Context: an optimization exercise on an open-source flow, tuned for small area and a short achievable clock period. The choices shown serve that exercise and are no tape-out recipe. No run shown here included a check of the RTL's function; only the layout flow was run. Power figures rest on the tool's default switching activity, not on a simulated workload.

==> design/flow/design.v <==
module viterbi_add_select(
    x,
    y,
    bma,
    bmb,
    dab,
    dba,
    m_lo,
    m_hi,
    d_lo,
    d_hi
);
input  [11:0] x;
input  [11:0] y;
input  [11:0] bma;
input  [11:0] bmb;
input  [11:0] dab;      
input  [11:0] dba;      
output [11:0] m_lo;
output [11:0] m_hi;
output        d_lo;
output        d_hi;
wire [11:0] ny = ~y;
wire [11:0] nd = dba;
wire [11:0] s_lo = x ^ ny ^ dab;
wire [11:0] c_lo = (x & ny) | (x & dab) | (ny & dab);
wire [11:0] s_hi = x ^ ny ^ nd;
wire [11:0] c_hi = (x & ny) | (x & nd) | (ny & nd);
wire [11:0] diff_lo = s_lo + {c_lo[10:0], 1'b1};
wire [11:0] diff_hi = s_hi + {c_hi[10:0], 1'b1};
assign d_lo = ~diff_lo[11];
assign d_hi = ~diff_hi[11];
wire [11:0] up_lo = x + bma;
wire [11:0] dn_lo = y + bmb;
wire [11:0] up_hi = x + bmb;
wire [11:0] dn_hi = y + bma;
assign m_lo = d_lo ? dn_lo : up_lo;
assign m_hi = d_hi ? dn_hi : up_hi;
endmodule
module viterbi_data_forward(
    clk,
    rst,
    LLR0,
    LLR1,
    data_in_v,
    tail,
    dec,
    dec_v,
    dec_tail
);
input         clk;
input         rst;
input  [7:0]  LLR0;
input  [7:0]  LLR1;
input         data_in_v;
input         tail;
output [63:0] dec;
output        dec_v;
output        dec_tail;
reg  [11:0] bm1, bm2, bm3;    
reg  [11:0] df0, df1, df2;    
reg         v1, t1;
wire [11:0] a = {{4{LLR0[7]}}, LLR0};
wire [11:0] b = {{4{LLR1[7]}}, LLR1};
always @(posedge clk) begin
    if (rst) begin
        v1 <= 1'b0;
        t1 <= 1'b0;
    end
    else begin
        v1 <= data_in_v;
        t1 <= data_in_v & tail;
    end
    if (data_in_v) begin
        bm1 <= a;
        bm2 <= b;
        bm3 <= a + b;
        df0 <= -(a + b);
        df1 <= a - b;
        df2 <= b - a;
    end
end
wire [64*12-1:0] m_cur;
wire [64*12-1:0] m_new;
wire [63:0]      d_new;
genvar i;
generate
for (i = 0; i < 32; i = i + 1) begin : bf
    localparam [63:0] ATAB = 64'b00_01_00_01_11_10_11_10_11_10_11_10_00_01_00_01_10_11_10_11_01_00_01_00_01_00_01_00_10_11_10_11;
    localparam integer A = (ATAB >> (2*(31-i))) & 3;
    wire [11:0] bma = (A == 0) ? 12'd0 : (A == 1) ? bm1 : (A == 2) ? bm2 : bm3;
    wire [11:0] bmb = (A == 3) ? 12'd0 : (A == 2) ? bm1 : (A == 1) ? bm2 : bm3;
    wire [11:0] dab = (A == 0) ? df0 : (A == 1) ? df1 : (A == 2) ? df2 : bm3;
    wire [11:0] dba = (A == 3) ? df0 : (A == 2) ? df1 : (A == 1) ? df2 : bm3;
    viterbi_add_select u_acs(
        .x      (m_cur[(2*i)*12 +: 12]),
        .y      (m_cur[(2*i+1)*12 +: 12]),
        .bma    (bma),
        .bmb    (bmb),
        .dab    (dab),
        .dba    (dba),
        .m_lo   (m_new[i*12 +: 12]),
        .m_hi   (m_new[(i+32)*12 +: 12]),
        .d_lo   (d_new[i]),
        .d_hi   (d_new[i+32])
    );
end
endgenerate
reg [64*12-1:0] m;
reg [63:0]      d;
reg             v2, t2;
assign m_cur = m;
always @(posedge clk) begin
    if (rst) begin
        m  <= {64*12{1'b0}};
        v2 <= 1'b0;
        t2 <= 1'b0;
    end
    else begin
        v2 <= v1;
        t2 <= t1;
        if (v1)
            m <= t1 ? {64*12{1'b0}} : m_new;
    end
    if (v1)
        d <= d_new;
end
assign dec      = d;
assign dec_v    = v2;
assign dec_tail = t2;
endmodule
module viterbi_data_back(
    clk,
    rst,
    dec,
    dec_v,
    dec_tail,
    decode_out,
    decode_out_v,
    tail_v,
    tail_length
);
input          clk;
input          rst;
input  [63:0]  dec;
input          dec_v;
input          dec_tail;
output [127:0] decode_out;
output reg     decode_out_v;
output reg     tail_v;
output reg [7:0] tail_length;
reg        flush;       
reg  [6:0] ucnt;        
reg        ge;          
reg  [7:0] zcnt;        
wire       step = dec_v | flush;
wire [63:0] d = flush ? 64'd0 : dec;
wire [64*250-1:0] pw;
genvar j;
generate
for (j = 0; j < 64; j = j + 1) begin : st
    localparam integer P0 = (2 * j) % 64;
    localparam integer P1 = P0 + 1;
    reg [255:6] p;
    always @(posedge clk) begin
        if (step)
            p <= {d[j] ? pw[P1*250 +: 249] : pw[P0*250 +: 249], d[j]};
    end
    assign pw[j*250 +: 250] = p;
end
endgenerate
genvar k;
generate
for (k = 0; k < 128; k = k + 1) begin : ob
    assign decode_out[k] = pw[255-k-6];
end
endgenerate
wire       blk  = (ucnt == 7'd127) & ge;
wire       last = flush & zcnt[7] | flush & (zcnt == 8'd127);
always @(posedge clk) begin
    if (rst) begin
        flush        <= 1'b0;
        ucnt         <= 7'd0;
        ge           <= 1'b0;
        zcnt         <= 8'd0;
        decode_out_v <= 1'b0;
        tail_v       <= 1'b0;
    end
    else begin
        decode_out_v <= step & blk;
        tail_v       <= step & blk & last;
        if (step) begin
            ucnt <= ucnt + 7'd1;
            if (ucnt == 7'd127)
                ge <= 1'b1;
        end
        if (dec_v & dec_tail) begin
            flush <= 1'b1;
            zcnt  <= 8'd0;
        end
        else if (flush) begin
            zcnt <= zcnt + 8'd1;
            if (blk & last) begin
                flush <= 1'b0;
                ucnt  <= 7'd0;
                ge    <= 1'b0;
            end
        end
    end
    if (dec_v & dec_tail)
        tail_length <= {1'b0, ucnt} + 8'd1;
end
endmodule
module viterbi_decode(
    clk,
    rst,
    LLR0,
    LLR1,
    data_in_v,
    tail,
    decode_out,
    decode_out_v,
    tail_v,
    tail_length
);
input          clk;
input          rst;
input  [7:0]   LLR0;
input  [7:0]   LLR1;
input          data_in_v;
input          tail;
output [127:0] decode_out;
output         decode_out_v;
output         tail_v;
output [7:0]   tail_length;
wire [63:0] dec;
wire        dec_v;
wire        dec_tail;
viterbi_data_forward u_viterbi_data_forward(
    .clk       (clk),
    .rst       (rst),
    .LLR0      (LLR0),
    .LLR1      (LLR1),
    .data_in_v (data_in_v),
    .tail      (tail),
    .dec       (dec),
    .dec_v     (dec_v),
    .dec_tail  (dec_tail)
);
viterbi_data_back u_viterbi_data_back(
    .clk          (clk),
    .rst          (rst),
    .dec          (dec),
    .dec_v        (dec_v),
    .dec_tail     (dec_tail),
    .decode_out   (decode_out),
    .decode_out_v (decode_out_v),
    .tail_v       (tail_v),
    .tail_length  (tail_length)
);
endmodule
==> design/flow/run.sh <==
#!/bin/bash
# synth_recipe.tcl (not shown) runs the flow's synth.tcl, then flattens the netlist and writes it again
# the make line also repeats each setting of config.mk as NAME=value (left out here)
make -C /OpenROAD-flow-scripts/flow DESIGN_CONFIG=/design/flow/config.mk WORK_HOME=/design/flow/orfs CLKGATE_MAP_FILE= SYNTH_SCRIPT=/design/flow/synth_recipe.tcl finish
==> design/flow/config.mk <==
export PLATFORM = sky130hd
export DESIGN_NAME = viterbi_decode
export DESIGN_NICKNAME = viterbi_decode
export VERILOG_FILES = /design/flow/design.v
export SDC_FILE = /design/flow/constraint.sdc
export NUM_CORES = 8
export LEC_CHECK = 0
export CAP_MARGIN = 20
export CORE_MARGIN = 2
export CORE_UTILIZATION = 40
export SLEW_MARGIN = 20
export SYNTH_MEMORY_MAX_BITS = 65536
==> design/flow/constraint.sdc <==
create_clock -name core_clock -period 6.0 [get_ports {clk}]
set_input_delay 1.2000 -clock core_clock [delete_from_list [all_inputs] [get_ports {clk}]]
set_output_delay 1.2000 -clock core_clock [all_outputs]
set_load 0.01 [all_outputs]
==> impl_metrics.yaml, run 1 <==
routing:
  met3WireLength_um: 151000
  drc: 0
  wl_met1_um: 1120000
  ant_nets: 0
  highest_layer: "met5"
  drt_iter0_drc: 46500
  via_per_inst: 5.74
  wl_met2_um: 1210000
  post_drt_wl_per_cell_um: 34.7
  via_count: 426000
  drt_first_pass_iters: 6
  wirelength_um: 2580000
yosys:
  yosys_most_used_dff: "edfxtp_1"
  synth_cells: 46000
  yosys_warnings: 2
  netlist_top_cells_count: "edfxtp_1 (15,800), mux2_2 (15,600), ha_1 (1,899)"
  yosysTopAreaCellShare_pct: 61.8
  synth_enable_flop_cells: 15800
  synth_top_area_cell: "edfxtp_1"
  ys_types: 87
  async_flop_share_pct: 0
  yosysSeqAreaShare_pct: 63.8
  syn-cell-area_um2: 768000
  synth.most_common_cell: "edfxtp_1"
  ys_seq_elements: 16600
  synthTopCellsByArea: "edfxtp_1 (62%), mux2_2 (23%), ha_1 (3.1%), dfxtp_1 (2.1%), fa_1 (2.0%)"
  avgSynthCellArea_um2: 16.7
  syn-num-nets: 48700
pwr:
  p_leak_nw: 297
  ir_drop_mv: 0.564
  fin_total_pwr_mw: 460
  power_density_nw_per_um2: 531
global_routing:
  grt_max_degree: 187
  gr-usage-all-layers_pct: 25.8
  antenna_found_initial: 147
  grt_pass1_wl_um: 3530000
  grt_pass1_vias: 429000
  overflow: 0
worst_setup_path:
  critPathArrivalTime_ps: 6220
  worstPathMaxFanout: 15
  cp_slowest_cell: "mux2i_1"
  required_ps: 7310
  cp_cell_sequence: "buf_4, fa_1, ha_1, o211ai_1, a21oi_1, o21ai_1, a21oi_1, xnor2_2, buf_4, mux2i_1, a22o_1"
  endpoint_kind: "register"
  cp-start-kind: "register"
  worst_path_largest_cell_delay_ps: 900
  criticalPathCategory: "reg -> reg"
floorplanning:
  rows: 509
  dieArea_um2: 1930000
  core_um2: 1920000
  die_w_um: 1390
  die_h_um: 1390
  pin_count: 158
  initial_utilization_pct: 40.1
clock_network:
  htreeDepth: 7
  cts_resized: 0
  cts_made_buffers: 1776
  cts-root-buf: "clkbuf_16"
  post-cts-setup-buffers: 0
  ctsHoldBuffers: 1
  clk_pin_slew_worst_paths_ps: 60
  clk_latency_ps: 1530
  cts_tree: "yes"
  clock_path_buffers: 6
  cts_sinks: 16600
worst_hold_path:
  hold_class: "in -> reg"
sta:
  layout_setup_ws_ps: 1090
  fin_skew_ps: 201
  period_minus_slack_ps: 4910
  slew_headroom_pct: 5.24
  fin_crit_sh_pct: 81.9
  rsz0062_at_grt: "false"
  holdWs_ps: 350
  fin_setup_tns_ps: 0
  max_freq_ghz: 0.204
  slew_violations: 0
  hold_viol_final: 0
  worst_pin_slew_ps: 1420
  setup-violations-final: 0
place:
  post-place-ws_ps: 1170
  hpwlAfterDp_um: 1730000
  gp_congestion: 0.901
  io_buffers: 157
status:
  outcome: "no timing/DRC/antenna violations"
cells_and_area:
  area_growth_pct: 12.8
  drive_gt1_share_pct: 40.4
  final_nets: 49900
run:
  maxCapViolCount: 0
power breakdown:
part | switching [mW] | internal (mW)
clock | 48.0 | 62.2
combinational | 111 | 78.9
sequential | 12.1 | 148
stage by stage:
stage	utilization, %	cells	cell area, µm²
5_1_grt	45.2	74200	866000
2_1_floorplan	-	46000	768000
3_3_place_gp	42.2	70900	809000
4_1_cts	45.2	74200	866000
3_5_place_dp	42.2	71000	809000
6_report	45.2	74200	866000
cell type report:
cell class / instances / area, µm²
fill: 164000 / 1050000
sequential: 16600 / 490000
multi-input combinational: 25700 / 264000
clock buffer: 2172 / 46500
tap: 25600 / 32000
timing repair buffer: 1540 / 17500
clock inverter: 1049 / 10200
inverter: 1604 / 6050
antenna: 58 / 145
layout by cell type (no fill, tap or decap), types with 171 or more instances in the layout:
cell       instances
clkinv_2         311
o21a_1           171
xor2_1           393
ha_1            1899
edfxtp_1       15800
mux2_2         15600
clkbuf_1         359
nor2_1           590
nand2_1          967
mux2i_1          538
o21ai_0         1047
inv_1           1587
clkbuf_16       1793
fa_1             771
clkinv_1         429
xnor2_1          802
a21oi_1          743
dfxtp_1          785
buf_4            947
nor2b_1          184
nand2b_1         186
buf_12           425
a21o_1           341
flip-flops by register name, indices dropped and copies added (netlist names), 7 cells and up:
signal / cells
u_viterbi_data_forward.df1: 8
u_viterbi_data_forward.m: 768
u_viterbi_data_back.zcnt: 8
u_viterbi_data_forward.bm3: 8
u_viterbi_data_forward.df0: 11
u_viterbi_data_back.tail_length: 8
u_viterbi_data_back.ucnt: 7
u_viterbi_data_back.st.p: 15679
u_viterbi_data_forward.bm2: 8
u_viterbi_data_forward.d: 64
u_viterbi_data_forward.bm1: 8
u_viterbi_data_forward.df2: 9
worst max-delay path: cells and delay by family (launching register included):
kind            cells  cell delay (ps)
xor+xnor            1              130
fa+ha+maj           2              830
compound gates      5              860
mux                 1              900
buf+inv             2             1080
flops               1              880
cells by family (layout without fill, tap and decap cells):
logic type / after synthesis / count (layout) / share of synthesized area, %
buf+inv: 3769 / 6365 / 1.96
flops: 16600 / 16600 / 63.8
mux: 16200 / 16200 / 23.6
fa+ha+maj: 2670 / 2670 / 5.10
simple gates: 2369 / 2369 / 1.41
xor+xnor: 1261 / 1261 / 1.45
compound gates: 3208 / 3208 / 2.63
other cells: 0 / 58 / 0
per-layer routing:
metal,global-route usage [%],up-vias
met5,0,-
met4,8.59,20
met3,3.45,3444
met2,41.9,15700
met1,35.9,228000
li1,-,179000
path summary, 6_finish.rpt:
path / cells past startpoint / slack (ps) / from / end
max: 11 / 1090 / u_viterbi_data_forward.df1[4]$_DFFE_PP_ / u_viterbi_data_forward.m[241]$_SDFFE_PP0P_
min: 3 / 350 / rst / u_viterbi_data_forward.t2$_SDFF_PP0_
max reg2reg: 11 / 1090 / u_viterbi_data_forward.df1[4]$_DFFE_PP_ / u_viterbi_data_forward.m[241]$_SDFFE_PP0P_
min reg2reg: 1 / 430 / u_viterbi_data_back.st[28].p[79]$_DFFE_PN_ / u_viterbi_data_back.st[46].p[80]$_DFFE_PN_
==> run 2, diff against run 1 <==
--- a/design/flow/design.v
+++ b/design/flow/design.v
@@ -46,7 +46,8 @@
     tail,
     dec,
     dec_v,
-    dec_tail
+    dec_tail,
+    pre_v
 );
 input         clk;
 input         rst;
@@ -57,21 +58,32 @@
 output [63:0] dec;
 output        dec_v;
 output        dec_tail;
+output        pre_v;
+reg  [7:0]  la, lb;            
+reg         v0, t0;
 reg  [11:0] bm1, bm2, bm3;    
 reg  [11:0] df0, df1, df2;    
 reg         v1, t1;
-wire [11:0] a = {{4{LLR0[7]}}, LLR0};
-wire [11:0] b = {{4{LLR1[7]}}, LLR1};
+wire [11:0] a = {{4{la[7]}}, la};
+wire [11:0] b = {{4{lb[7]}}, lb};
 always @(posedge clk) begin
     if (rst) begin
+        v0 <= 1'b0;
+        t0 <= 1'b0;
         v1 <= 1'b0;
         t1 <= 1'b0;
     end
     else begin
-        v1 <= data_in_v;
-        t1 <= data_in_v & tail;
+        v0 <= data_in_v;
+        t0 <= data_in_v & tail;
+        v1 <= v0;
+        t1 <= t0;
     end
     if (data_in_v) begin
+        la <= LLR0;
+        lb <= LLR1;
+    end
+    if (v0) begin
         bm1 <= a;
         bm2 <= b;
         bm3 <= a + b;
@@ -107,27 +119,32 @@
 end
 endgenerate
 reg [64*12-1:0] m;
-reg [63:0]      d;
-reg             v2, t2;
+reg [63:0]      d, d2;
+reg             v2, t2, v3, t3;
 assign m_cur = m;
 always @(posedge clk) begin
     if (rst) begin
         m  <= {64*12{1'b0}};
         v2 <= 1'b0;
         t2 <= 1'b0;
+        v3 <= 1'b0;
+        t3 <= 1'b0;
     end
     else begin
         v2 <= v1;
         t2 <= t1;
+        v3 <= v2;
+        t3 <= t2;
         if (v1)
             m <= t1 ? {64*12{1'b0}} : m_new;
     end
-    if (v1)
-        d <= d_new;
-end
-assign dec      = d;
-assign dec_v    = v2;
-assign dec_tail = t2;
+    d  <= v1 ? d_new : 64'd0;
+    d2 <= d;
+end
+assign dec      = d2;
+assign dec_v    = v3;
+assign dec_tail = t3;
+assign pre_v    = v2;
 endmodule
 module viterbi_data_back(
     clk,
@@ -135,6 +152,7 @@
     dec,
     dec_v,
     dec_tail,
+    pre_v,
     decode_out,
     decode_out_v,
     tail_v,
@@ -145,41 +163,47 @@
 input  [63:0]  dec;
 input          dec_v;
 input          dec_tail;
+input          pre_v;       
 output [127:0] decode_out;
 output reg     decode_out_v;
 output reg     tail_v;
 output reg [7:0] tail_length;
 reg        flush;       
+reg        step;        
 reg  [6:0] ucnt;        
 reg        ge;          
 reg  [7:0] zcnt;        
-wire       step = dec_v | flush;
-wire [63:0] d = flush ? 64'd0 : dec;
-wire [64*250-1:0] pw;
+wire [64*250-1:0] qw;
 genvar j;
 generate
 for (j = 0; j < 64; j = j + 1) begin : st
     localparam integer P0 = (2 * j) % 64;
     localparam integer P1 = P0 + 1;
-    reg [255:6] p;
+    reg [255:6] q;
     always @(posedge clk) begin
         if (step)
-            p <= {d[j] ? pw[P1*250 +: 249] : pw[P0*250 +: 249], d[j]};
-    end
-    assign pw[j*250 +: 250] = p;
+            q <= {~(dec[j] ? qw[P1*250 +: 249] : qw[P0*250 +: 249]), dec[j]};
+    end
+    assign qw[j*250 +: 250] = q;
 end
 endgenerate
 genvar k;
 generate
 for (k = 0; k < 128; k = k + 1) begin : ob
-    assign decode_out[k] = pw[255-k-6];
+    if ((255 - k) % 2)
+        assign decode_out[k] = ~qw[255-k-6];
+    else
+        assign decode_out[k] = qw[255-k-6];
 end
 endgenerate
 wire       blk  = (ucnt == 7'd127) & ge;
-wire       last = flush & zcnt[7] | flush & (zcnt == 8'd127);
+wire       last = flush & (zcnt[7] | (zcnt == 8'd127));
+wire       fin  = blk & last;                   
+wire       flush_nx = (dec_v & dec_tail) | (flush & ~fin);
 always @(posedge clk) begin
     if (rst) begin
         flush        <= 1'b0;
+        step         <= 1'b0;
         ucnt         <= 7'd0;
         ge           <= 1'b0;
         zcnt         <= 8'd0;
@@ -187,23 +211,22 @@
         tail_v       <= 1'b0;
     end
     else begin
+        flush        <= flush_nx;
+        step         <= pre_v | flush_nx;
         decode_out_v <= step & blk;
-        tail_v       <= step & blk & last;
+        tail_v       <= step & fin;
         if (step) begin
             ucnt <= ucnt + 7'd1;
             if (ucnt == 7'd127)
                 ge <= 1'b1;
         end
-        if (dec_v & dec_tail) begin
-            flush <= 1'b1;
-            zcnt  <= 8'd0;
-        end
+        if (dec_v & dec_tail)
+            zcnt <= 8'd0;
         else if (flush) begin
             zcnt <= zcnt + 8'd1;
-            if (blk & last) begin
-                flush <= 1'b0;
-                ucnt  <= 7'd0;
-                ge    <= 1'b0;
+            if (fin) begin
+                ucnt <= 7'd0;
+                ge   <= 1'b0;
             end
         end
     end
@@ -236,6 +259,7 @@
 wire [63:0] dec;
 wire        dec_v;
 wire        dec_tail;
+wire        pre_v;
 viterbi_data_forward u_viterbi_data_forward(
     .clk       (clk),
     .rst       (rst),
@@ -245,7 +269,8 @@
     .tail      (tail),
     .dec       (dec),
     .dec_v     (dec_v),
-    .dec_tail  (dec_tail)
+    .dec_tail  (dec_tail),
+    .pre_v     (pre_v)
 );
 viterbi_data_back u_viterbi_data_back(
     .clk          (clk),
@@ -253,6 +278,7 @@
     .dec          (dec),
     .dec_v        (dec_v),
     .dec_tail     (dec_tail),
+    .pre_v        (pre_v),
     .decode_out   (decode_out),
     .decode_out_v (decode_out_v),
     .tail_v       (tail_v),
--- a/design/flow/config.mk
+++ b/design/flow/config.mk
@@ -7,6 +7,7 @@
 export LEC_CHECK = 0
 export CAP_MARGIN = 20
 export CORE_MARGIN = 2
-export CORE_UTILIZATION = 40
+export CORE_UTILIZATION = 60
+export CTS_BUF_LIST = sky130_fd_sc_hd__clkbuf_4 sky130_fd_sc_hd__clkbuf_8
 export SLEW_MARGIN = 20
 export SYNTH_MEMORY_MAX_BITS = 65536
==> impl_metrics.yaml, run 2 <==
routing:
  ant_nets: 0
  drt_first_pass_iters: 8
  post_drt_wl_per_cell_um: 37.1
  via_per_inst: 6.64
  via_count: 446000
  wirelength_um: 2490000
  drt_iter0_drc: 64700
  drc: 0
clock_network:
  cts-root-buf: "clkbuf_8"
  cts_made_buffers: 2711
  clk_latency_ps: 1650
  cts_tree: "yes"
  cts_sinks: 16700
  clk_pin_slew_worst_paths_ps: 60
  htreeDepth: 8
  cts_resized: 0
  clock_path_buffers: 6
cells_and_area:
  area_growth_pct: 10.7
  top_regs: "u_viterbi_data_back.st.q x15679, u_viterbi_data_forward.m x768"
  drive_gt1_share_pct: 10.9
  final_nets: 51100
  largest_register_ffs: 15700
  final_cell_mix: "mux2i_1 (16,300), edfxtp_1 (15,800), clkbuf_8 (2,801), ha_1 (1,899), inv_1 (1,610)"
  final_common_cell: "mux2i_1"
  regMostFlops: "u_viterbi_data_back.st.q"
sta:
  period_minus_slack_ps: 5130
  hold_viol_final: 0
  slew_violations: 0
  slew_headroom_pct: 14.4
  max_freq_ghz: 0.195
  setup-violations-final: 0
  holdWs_ps: 167
  rsz0062_at_grt: "false"
  fin_skew_ps: 231
  fin_setup_tns_ps: 0
  fin_crit_sh_pct: 85.5
  worst_pin_slew_ps: 1280
floorplanning:
  initial_utilization_pct: 60.1
  pin_count: 158
  core_um2: 1250000
  die_h_um: 1120
  rows: 411
  die_w_um: 1120
  dieArea_um2: 1260000
worst_setup_path:
  required_ps: 7350
  r2r_cells: 13
  worstPathMaxFanout: 14
  cp_cell_sequence: "clkinv_1, buf_4, fa_1, inv_1, ha_1, a21o_1, a211oi_1, a21oi_1, o211ai_1, a21oi_1, xnor2_2, mux2_2, o22ai_1"
  criticalPathCategory: "reg -> reg"
  crit_top_cell: "a21oi_1"
  endpoint_kind: "register"
  cp-start-kind: "register"
  critPathArrivalTime_ps: 6480
  cp_slowest_cell: "xnor2_2"
  worst_path_largest_cell_delay_ps: 870
yosys:
  avgSynthCellArea_um2: 16.2
  yosysTopAreaCellShare_pct: 62.9
  yosys_most_used_dff: "edfxtp_1"
  synth.most_common_cell: "mux2i_1"
  yosysSeqAreaShare_pct: 65.4
  synthTopCellsByArea: "edfxtp_1 (63%), mux2i_1 (22%), ha_1 (3.2%), dfxtp_1 (2.5%), fa_1 (2.1%)"
  synth_top_area_cell: "edfxtp_1"
  ys_types: 90
  async_flop_share_pct: 0
  yosys_warnings: 2
  synth_enable_flop_cells: 15800
  syn-num-nets: 49100
  synth_cells: 46400
  netlist_top_cells_count: "mux2i_1 (16,300), edfxtp_1 (15,800), ha_1 (1,899)"
  ys_seq_elements: 16700
  syn-cell-area_um2: 752000
pwr:
  pwr-share-clk_pct: 32.0
  p_switching_mw: 95.3
  p_seq_share_pct: 45.0
  ir_drop_mv: 0.295
  p_leak_nw: 264
  swShare_pct: 31.3
  power_density_nw_per_um2: 365
  power_frac_comb_pct: 23.0
  p_int_mw: 209
place:
  io_buffers: 157
  gp_congestion: 0.931
  hpwlAfterDp_um: 1650000
global_routing:
  grt_max_degree: 193
  gr-usage-all-layers_pct: 38.6
  overflow: 0
  grt_pass1_vias: 439000
  grt_pass1_wl_um: 3410000
  antenna_found_initial: 118
worst_hold_path:
  hold_class: "in -> reg"
  hold_depth: 1
status:
  outcome: "no timing/DRC/antenna violations"
run:
  maxCapViolCount: 0
run 2: changes by cell type after synthesis, moves of 207 or more:
cell      previous run  this run
buf_1              263      1328
mux2_2           15621        36
o21ai_0           1048       691
nor2_1             593       966
mux2i_1            541     16251
clkbuf_1          1545       576
o22ai_1             12       402
nor3_1             116       374
nand2_1            967       595
a21o_1             341       134
run 2: routing by layer:
metal	track usage [%]	part of all wire [%]
met3	9.58	11
met1	54.4	39
met2	57.9	44
met4	16.2	4.8
met5	0	0.020
run 2: cell families (layout without fill, tap and decap cells):
logic type                 count (synthesis)  after routing  synth area share [%]
and+or+nand+nor                         2887           2887                  1.83
buffers and inverters                   3724           7750                  1.93
adders and majority gates               2670           2670                  5.21
muxes                                  16300          16300                  21.7
DFF                                    16700          16700                  65.4
xor gates and xnor gates                1123           1123                  1.33
other                                      0             62                     0
AOI/OAI and AO/OA                       3044           3044                  2.63
run 2: final timing paths:
kind	start	to	slack (ps)
worst max-delay path	u_viterbi_data_forward.df1[3]$_DFFE_PP_	u_viterbi_data_forward.m[157]$_SDFFE_PP0P_	870
worst min-delay path	LLR1[7]	u_viterbi_data_forward.lb[7]$_DFFE_PP_	170
worst max register to register	u_viterbi_data_forward.df1[3]$_DFFE_PP_	u_viterbi_data_forward.m[157]$_SDFFE_PP0P_	870
worst min register to register	u_viterbi_data_forward.d[20]$_SDFF_PN0_	u_viterbi_data_forward.d2[20]$_DFF_P_	270
run 2: final cells by class:
| cell class | count | area, µm² |
|---|---|---|
| repair buffers | 1390 | 15800 |
| clock buffers | 3612 | 44600 |
| well taps | 16700 | 20900 |
| fillers | 85400 | 418000 |
| multi-input cells | 26000 | 246000 |
| inverters | 1635 | 6160 |
| flip-flops and latches | 16700 | 492000 |
| clock inverters | 1113 | 6460 |
| diodes | 62 | 155 |
run 2: per-stage QoR:
| step | worst slack [ps] | cell area (µm²) | util, % | std cells | total power [mW] |
|---|---|---|---|---|---|
| 6_report | 873 | 832000 | 66.5 | 67200 | 304 |
| 5_1_grt | 875 | 832000 | 66.5 | 67200 | 312 |
| 4_1_cts | 935 | 832000 | 66.5 | 67200 | 303 |
| 3_5_place_dp | 1140 | 781000 | 62.4 | 62400 | 207 |
| 3_3_place_gp | 998 | 780000 | 62.4 | 62400 | 207 |
| 2_1_floorplan | -102910 | 752000 | - | 46400 | 187 |
run 2: what timing repair did:
action | 4_1_cts | 5_1_grt
endpoints found under the hold margin | 6 | 0
hold buffers | 1 | 0
setup buffers | 0 | 0
run 2: critical path, delay by kind of cell, from the launching register on:
kind	cells	cell delay (ps)
muxes	1	420
AOI/OAI and AO/OA	6	1000
xor gates and xnor gates	1	870
buffers and inverters	3	1470
DFF	1	340
adders and majority gates	2	720
run 2: power groups by stage:
stage          registers [mW]  clock network [mW]  logic, mW
2_1_floorplan             144                   0       43.6
3_3_place_gp              139                   0       67.2
3_5_place_dp              139                   0       68.2
4_1_cts                   137                97.7       68.7
5_1_grt                   137                 102       72.8
6_report                  137                97.2       70.1
==> run 3, diff against run 2 <==
--- a/design/flow/config.mk
+++ b/design/flow/config.mk
@@ -5,9 +5,11 @@
 export SDC_FILE = /design/flow/constraint.sdc
 export NUM_CORES = 8
 export LEC_CHECK = 0
+export ABC_CLOCK_PERIOD_IN_PS = 2500
 export CAP_MARGIN = 20
 export CORE_MARGIN = 2
 export CORE_UTILIZATION = 60
 export CTS_BUF_LIST = sky130_fd_sc_hd__clkbuf_4 sky130_fd_sc_hd__clkbuf_8
+export SETUP_SLACK_MARGIN = 3.0
 export SLEW_MARGIN = 20
 export SYNTH_MEMORY_MAX_BITS = 65536
==> impl_metrics.yaml, run 3 <==
sta:
  layout_setup_ws_ps: 2030
  fin_crit_sh_pct: 66.2
  rsz0062_at_grt: "true"
  worst_pin_slew_ps: 1340
  slew_violations: 0
  period_minus_slack_ps: 3970
  fin_skew_ps: 228
  fin_setup_tns_ps: 0
  hold_viol_final: 0
  slew_headroom_pct: 10.7
  holdWs_ps: 166
  setup-violations-final: 0
  max_freq_ghz: 0.252
global_routing:
  antenna_found_initial: 117
  grt_max_degree: 193
  gr-usage-all-layers_pct: 39.4
  grt_pass1_wl_um: 3470000
  grt_pass1_vias: 445000
  overflow: 0
pwr:
  swShare_pct: 31.6
  p_seq_share_pct: 42.4
  ir_drop_mv: 0.312
  p_switching_mw: 102
  power_frac_comb_pct: 27.4
  fin_total_pwr_mw: 322
  p_int_mw: 220
  pwr-share-clk_pct: 30.2
  p_leak_nw: 273
  power_density_nw_per_um2: 378
yosys:
  avgSynthCellArea_um2: 16.2
  ys_seq_elements: 16700
  ys_types: 90
  synth_cells: 46400
  synthTopCellsByArea: "edfxtp_1 (63%), mux2i_1 (22%), ha_1 (3.2%), dfxtp_1 (2.5%), fa_1 (2.1%)"
  yosys_warnings: 2
  yosysTopAreaCellShare_pct: 62.9
  synth.most_common_cell: "mux2i_1"
  synth_top_area_cell: "edfxtp_1"
  netlist_top_cells_count: "mux2i_1 (16,300), edfxtp_1 (15,800), ha_1 (1,899)"
  synth_enable_flop_cells: 15800
  async_flop_share_pct: 0
  syn-num-nets: 49100
  syn-cell-area_um2: 752000
  yosysSeqAreaShare_pct: 65.4
  yosys_most_used_dff: "edfxtp_1"
clock_network:
  cts_sinks: 16700
  clk_latency_ps: 1640
  clock_path_buffers: 6
  clk_pin_slew_worst_paths_ps: 60
  htreeDepth: 8
  cts_made_buffers: 2711
  cts-root-buf: "clkbuf_8"
  cts_tree: "yes"
status:
  outcome: "no timing/DRC/antenna violations"
floorplanning:
  rows: 411
  core_um2: 1250000
  initial_utilization_pct: 60.1
  die_h_um: 1120
  die_w_um: 1120
  pin_count: 158
  dieArea_um2: 1260000
cells_and_area:
  final_cell_area_um2: 853000
  fin_cells: 68200
  largest_register_ffs: 15700
  post-route-util_pct: 68.2
  num-fill-cells: 83800
  final_common_cell: "mux2i_1"
  final_nets: 52100
  drive_gt1_share_pct: 15.3
  final_cell_mix: "mux2i_1 (16,100), edfxtp_1 (15,800), clkbuf_8 (2,801), ha_1 (1,793), inv_1 (1,508)"
  area_growth_pct: 13.5
  regMostFlops: "u_viterbi_data_back.st.q"
  top_regs: "u_viterbi_data_back.st.q x15679, u_viterbi_data_forward.m x768"
place:
  post-place-ws_ps: 1140
  dp.cells: 62400
  hpwlAfterDp_um: 1650000
  io_buffers: 157
  placed_area_um2: 781000
  gp_congestion: 0.931
routing:
  via_per_inst: 6.63
  via_count: 452000
  ant_nets: 0
  drt_iter0_drc: 64900
  post_drt_wl_per_cell_um: 37.4
  drc: 0
  wirelength_um: 2550000
  drt_first_pass_iters: 6
worst_setup_path:
  critPathArrivalTime_ps: 2770
  required_ps: 4800
  cp-start-kind: "register"
  worstPathMaxFanout: 2
  endpoint_kind: "primary output"
  criticalPathCategory: "reg -> out"
worst_hold_path:
  hold_class: "in -> reg"
run:
  maxCapViolCount: 0
-- run 3: cell count changes in the layout (fill, tap and decap cells not counted), sizes merged, moves of 5 or more --
cell and delta:
clkdlybuf4s50 -135, buf +1041, bufinv +6, clkbuf +5
inv -24, clkinvlp +22, bufbuf +10, xnor2 +5
-- run 3: logic make-up after synthesis --
group / after synthesis / synth area share, %
fa+ha+maj: 2670 / 5.21
buf+inv: 3724 / 1.93
flops: 16700 / 65.4
simple gates: 2887 / 1.83
compound gates: 3044 / 2.63
xor+xnor: 1123 / 1.33
mux: 16300 / 21.7
-- run 3: power by group through the flow --
stage / clock [mW] / sequential (mW) / combinational, mW
final: 97.2 / 137 / 88.3
after global routing: 102 / 137 / 91.1
after global placement: 0 / 139 / 67.2
after floorplan: 0 / 144 / 43.6
after detailed placement: 0 / 139 / 68.2
after CTS: 97.7 / 137 / 81.9
-- run 3: critical path, cell delays in order (launching register included) --
cell and delay, ps:
edfxtp_1 460, clkinvlp_4 430, buf_12 320
-- run 3: worst paths after layout --
path                                                                  from                                         end  slack (ps)  cells past startpoint
worst max-delay path            u_viterbi_data_back.st[0].q[129]$_DFFE_PP_                             decode_out[126]        2030                      2
worst min-delay path                                               LLR1[7]      u_viterbi_data_forward.lb[7]$_DFFE_PP_         170                      1
worst max register to register     u_viterbi_data_forward.bm3[2]$_DFFE_PP_  u_viterbi_data_forward.m[103]$_SDFFE_PP0P_        2230                     14
worst min register to register     u_viterbi_data_forward.d[20]$_SDFF_PN0_       u_viterbi_data_forward.d2[20]$_DFF_P_         300                      0
-- run 3: layer usage --
layer	track usage, %	routed length (µm)	share of wire (%)	vias up
li1	-	-	-	185000
met3	9.90	296000	12	5230
met5	0.0602	618	0.024	-
met2	58.4	1120000	44	29000
met4	18.5	143000	5.6	78
met1	55.2	992000	39	233000
-- run 3: final cells by class --
type                    count  area [µm²]  share of cell area, %
diodes                     59         148                 0.0173
well taps               16700       20900                   2.45
multi-input cells       26000      255000                   29.9
repair inverters            4        60.1                0.00704
flip-flops and latches  16700      492000                   57.7
inverters                1635        6500                  0.761
clock buffers            3612       44600                   5.23
repair buffers           2311       27800                   3.26
clock inverters          1113        6460                  0.757
-- run 3: repair_timing --
action / in CTS / in global routing
gates cloned: 70 / 6
hold buffers: 1 / 0
pin swaps: 358 / 411
endpoints found under the setup margin: 2739 / 978
endpoints found under the hold margin: 6 / 0
setup buffers: 671 / 187
resized for setup: 2543 / 869

port drivers added, routing unchanged:
In the flow no input, the clock included, has a driving cell. The finished layouts below were timed again as built, in two steps.
Step 1, drivers: a clkbuf_16 drives clk and a buf_2 each remaining input, both assumed.
Step 2 times the ports against the registers' clock, not the clock port: input delays grow and output delays shrink by t, the midpoint of the rising clock arrivals with the driver on.
a / b / c = ideal ports / drivers / drivers and shift; a / b = the first two.
run	t (ns)	setup WS [ns]	worst register clock-pin slew, ns	worst data-port slew with drivers (ns)	cell pins on the clock port's net
run 1	1.619	1.088 / 1.088 / 0.928	0.07 / 0.07	0.08	1
run 2	1.702	0.873 / 0.873 / 0.873	0.07 / 0.07	0.04	1
run 3	1.708	2.031 / 1.855 / 1.575	0.07 / 0.07	0.04	1
After both steps every run listed still meets setup and hold. For run 3, which loses most, drivers alone change the setup slack by -0.176 ns; drivers and shift together by -0.456 ns.
